From an optimization exercise on the open Yosys and OpenROAD flow, aimed at small area, a short achievable clock period and few clock cycles per item; shortcuts taken in it are not production practice. At most, simulation tests tie the RTL to the original design; equivalence was not proved. No activity file was given, so power comes from the tool's default toggle rates.

Setup of cedar:
// MyDesign
module MyDesign(
    input logic reset_n,
    input logic clk,
    input logic dut_valid,
    output logic dut_ready,
    output logic dut__tb__sram_input_write_enable,
    output logic [16-1 : 0] dut__tb__sram_input_write_address,
    output logic [32-1 : 0] dut__tb__sram_input_write_data,
    output logic [16-1 : 0] dut__tb__sram_input_read_address,
    input logic [32-1 : 0] tb__dut__sram_input_read_data,
    output logic dut__tb__sram_weight_write_enable,
    output logic [16-1 : 0] dut__tb__sram_weight_write_address,
    output logic [32-1 : 0] dut__tb__sram_weight_write_data,
    output logic [16-1 : 0] dut__tb__sram_weight_read_address,
    input logic [32-1 : 0] tb__dut__sram_weight_read_data,
    output logic dut__tb__sram_result_write_enable,
    output logic [16-1 : 0] dut__tb__sram_result_write_address,
    output logic [32-1 : 0] dut__tb__sram_result_write_data,
    output logic [16-1 : 0] dut__tb__sram_result_read_address,
    input logic [32-1 : 0] tb__dut__sram_result_read_data,
    output logic dut__tb__sram_scratchpad_write_enable,
    output logic [16-1 : 0] dut__tb__sram_scratchpad_write_address,
    output logic [32-1 : 0] dut__tb__sram_scratchpad_write_data,
    output logic [16-1 : 0] dut__tb__sram_scratchpad_read_address,
    input logic [32-1 : 0] tb__dut__sram_scratchpad_read_data
);
==> flow/config.mk <==
export PLATFORM = sky130hd
export DESIGN_NAME = MyDesign
export DESIGN_NICKNAME = MyDesign
export VERILOG_FILES = /design/flow/design.v
export SDC_FILE = /design/flow/constraint.sdc
export NUM_CORES = 4
export LEC_CHECK = 0
export ABC_CLOCK_PERIOD_IN_PS = 3500
export CAP_MARGIN = 20
export CORE_MARGIN = 2
export CORE_UTILIZATION = 40
export SLEW_MARGIN = 20
==> flow/constraint.sdc <==
create_clock -name core_clock -period 11.0 [get_ports {clk}]
set_input_delay 2.2000 -clock core_clock [delete_from_list [all_inputs] [get_ports {clk}]]
set_output_delay 2.2000 -clock core_clock [all_outputs]
set_load 0.01 [all_outputs]
standard.sh (not shown) runs the stock make flow with config.mk's settings and CLKGATE_MAP_FILE= SYNTH_SCRIPT=/design/flow/synth_recipe.tcl, a recipe that flattens the netlist after the stock synthesis.
==> flow/flow/run.sh <==
#!/bin/bash
set -euo pipefail
bash standard.sh SETUP_SLACK_MARGIN=7.5 "BUFFER_PORTS_ARGS=-buffer_cell sky130_fd_sc_hd__buf_1" finish > standard.log 2>&1
cedar finished all stages; the layout is clean.
Testbench counts of cedar, summed over its fixed seeds: cycles 307,812, items 48.
The inputs of onyx differ from those of cedar as listed below.
diff --git a/flow/config.mk b/flow/config.mk
--- a/flow/config.mk
+++ b/flow/config.mk
@@ -11 +11 @@
-export CORE_UTILIZATION = 40
+export CORE_UTILIZATION = 65
Results
Per the comparison of onyx with cedar, clock transition at the registers of the reported paths stayed essentially flat; count of input and output buffers stayed essentially flat; post-route minimum period rose by 0.0068 ns; via count rose by about 4.6%; routed wire length rose by 1.0%. onyx vs. cedar: floorplan die area decreased by about 40% relative to the old numbers, number of detailed-routing iterations run before antenna repair increased by 2 relative to the old numbers, internal power of the cells increased by 1.7% relative to the old numbers. Looking at hold slack across cedar and onyx, the one that comes out higher is onyx. Looking only at layout overhead on the synthesized area, and setting everything else aside, the higher value of cedar and onyx goes to cedar. Sequential cell area in the final layout: cedar vs onyx, no meaningful difference.
[inputs] yarrow vs onyx
diff --git a/flow/config.mk b/flow/config.mk
--- a/flow/config.mk
+++ b/flow/config.mk
@@ -8 +8 @@
-export ABC_CLOCK_PERIOD_IN_PS = 3500
+export ABC_AREA = 1
@@ -11 +11,3 @@
-export CORE_UTILIZATION = 65
+export CORE_UTILIZATION = 40
+export CTS_CLUSTER_DIAMETER = 100
+export CTS_CLUSTER_SIZE = 20
==> comparison <==
Going from onyx to yarrow, the global-route wire length before repair was found to have gone up by about 1.8%. Changes observed in yarrow relative to onyx: clock period minus final worst setup slack has decreased, logic gate share of total power +3.1 points, total of plain and repair buffers excluding clock buffers +7. Compared with onyx, yarrow shows a placed wire-length estimate that is 10% higher. yarrow closes out successfully: all stages finished, all timing, DRC and antenna checks passed. Going from onyx to yarrow, overall fraction of global-route tracks in use shrank by 11 points, fmax increased 0.49%, number of DRC markers after the initial detailed-route iteration dropped about 25%. Overall power after layout | yarrow below onyx. Summary — via total after detailed routing, yarrow relative to onyx: higher, by 226. In the metrics for onyx and yarrow, the one carrying the higher antenna diode count is yarrow.
Input changes introduced in ember (baseline for comparison: yarrow):
diff --git a/flow/config.mk b/flow/config.mk
--- a/flow/config.mk
+++ b/flow/config.mk
@@ -8 +8 @@
-export ABC_AREA = 1
+export ABC_CLOCK_PERIOD_IN_PS = 3500
@@ -12,2 +12,2 @@
-export CTS_CLUSTER_DIAMETER = 100
-export CTS_CLUSTER_SIZE = 20
+export CTS_CLUSTER_DIAMETER = 150
+export CTS_CLUSTER_SIZE = 30
ember finished every stage and its layout cleared the timing, design-rule and antenna checks.
Number of multi-input combinational cells (yarrow / ember): 1.07
Relative to yarrow, the total design power measured on ember has decreased slightly.
There was hardly any difference in horizontal extent of the die between ember and yarrow.
Final critical delay including setup and external delays deteriorates in ember relative to yarrow.
Number of clock buffers in the layout for ember is lower than for yarrow.
Post-synthesis cell area delta (yarrow -> ember): insignificant
Looking at setup slack after layout across yarrow and ember, the one that comes out lower is ember.
yarrow has a lower smallest hold slack than ember.
In the final reports, the cell area of ember is smaller than that of yarrow.

========
MyDesign, a different RTL version from the one above (not shown whole).
Size: roughly 350 flip-flops, about 390 I/O pins, roughly 27000 um^2 of cells after synthesis.
Design MyDesign, start of the top module:
module MyDesign(
    input logic reset_n,
    input logic clk,
    input logic dut_valid,
    output logic dut_ready,
    output logic dut__tb__sram_input_write_enable,
    output logic [16-1 : 0] dut__tb__sram_input_write_address,
    output logic [32-1 : 0] dut__tb__sram_input_write_data,
    output logic [16-1 : 0] dut__tb__sram_input_read_address,
    input logic [32-1 : 0] tb__dut__sram_input_read_data,
    output logic dut__tb__sram_weight_write_enable,
    output logic [16-1 : 0] dut__tb__sram_weight_write_address,
    output logic [32-1 : 0] dut__tb__sram_weight_write_data,
    output logic [16-1 : 0] dut__tb__sram_weight_read_address,
    input logic [32-1 : 0] tb__dut__sram_weight_read_data,
    output logic dut__tb__sram_result_write_enable,
    output logic [16-1 : 0] dut__tb__sram_result_write_address,
    output logic [32-1 : 0] dut__tb__sram_result_write_data,
    output logic [16-1 : 0] dut__tb__sram_result_read_address,
    input logic [32-1 : 0] tb__dut__sram_result_read_data,
    output logic dut__tb__sram_scratchpad_write_enable,
    output logic [16-1 : 0] dut__tb__sram_scratchpad_write_address,
    output logic [32-1 : 0] dut__tb__sram_scratchpad_write_data,
    output logic [16-1 : 0] dut__tb__sram_scratchpad_read_address,
    input logic [32-1 : 0] tb__dut__sram_scratchpad_read_data
);
Settings: LEC_CHECK=0, ABC_CLOCK_PERIOD_IN_PS=3500, CAP_MARGIN=20, CORE_MARGIN=2, CORE_UTILIZATION=40, SLEW_MARGIN=20; clock period 11.0 ns.
==> flow/flow/run.sh <==
#!/bin/bash
set -euo pipefail
bash standard.sh SETUP_SLACK_MARGIN=7.5 finish > standard.log 2>&1
==> next run, changes <==
==> flow/flow/run.sh (replaced) <==
#!/bin/bash
set -euo pipefail
bash standard.sh SETUP_SLACK_MARGIN=7.5 "BUFFER_PORTS_ARGS=-buffer_cell sky130_fd_sc_hd__buf_1" finish > standard.log 2>&1
Design area went down by 6.0%; sequential share of layout area went up by 1.2 points; setup slack gets worse by 0.11 ns; cell count went down by 0.90%; critical path depth is unchanged; utilization went down by 2.9 points; maximum frequency went down by 2.8%.
No run of this note included a check of the RTL's function; only the layout flow was run.

## what the ideal ports hide
The results above use ideal ports. As a check the final layouts listed here were re-extracted and re-timed, cells and wires unchanged.
Step 1 (the two cells are an assumption about what drives the block):
set clk [get_ports {clk}]
set_driving_cell -lib_cell sky130_fd_sc_hd__clkbuf_16 $clk
set_driving_cell -lib_cell sky130_fd_sc_hd__buf_2 [delete_from_list [all_inputs] $clk]
Step 2, shift: input delay + t, output delay - t, t = (earliest + latest rising clock arrival at the registers) / 2. This alone moves slack from input paths to output paths.
Slacks: no drivers / after step 1 / after step 2; pairs: no drivers / after step 1.
run	shift t [ns]	slack for setup (ns)	worst setup path at the end	cell pins on the clock port's net
cedar	0.667	7.538 / 7.472 / 7.452	input to register	1
onyx	0.659	7.531 / 7.470 / 7.380	input to register	1
yarrow	0.668	7.548 / 7.485 / 7.329	input to register	1
ember	0.627	7.527 / 7.461 / 7.469	input to register	1
the first run of note 2	0.647	7.195 / 7.195 / 7.039	input to register	1
the second run of note 2	0.653	7.087 / 7.087 / 7.087	register to register	1
After both steps every run listed still meets setup and hold. The setup slack of yarrow, which loses most, moves by -0.063 ns with the drivers and by -0.219 ns with both steps.
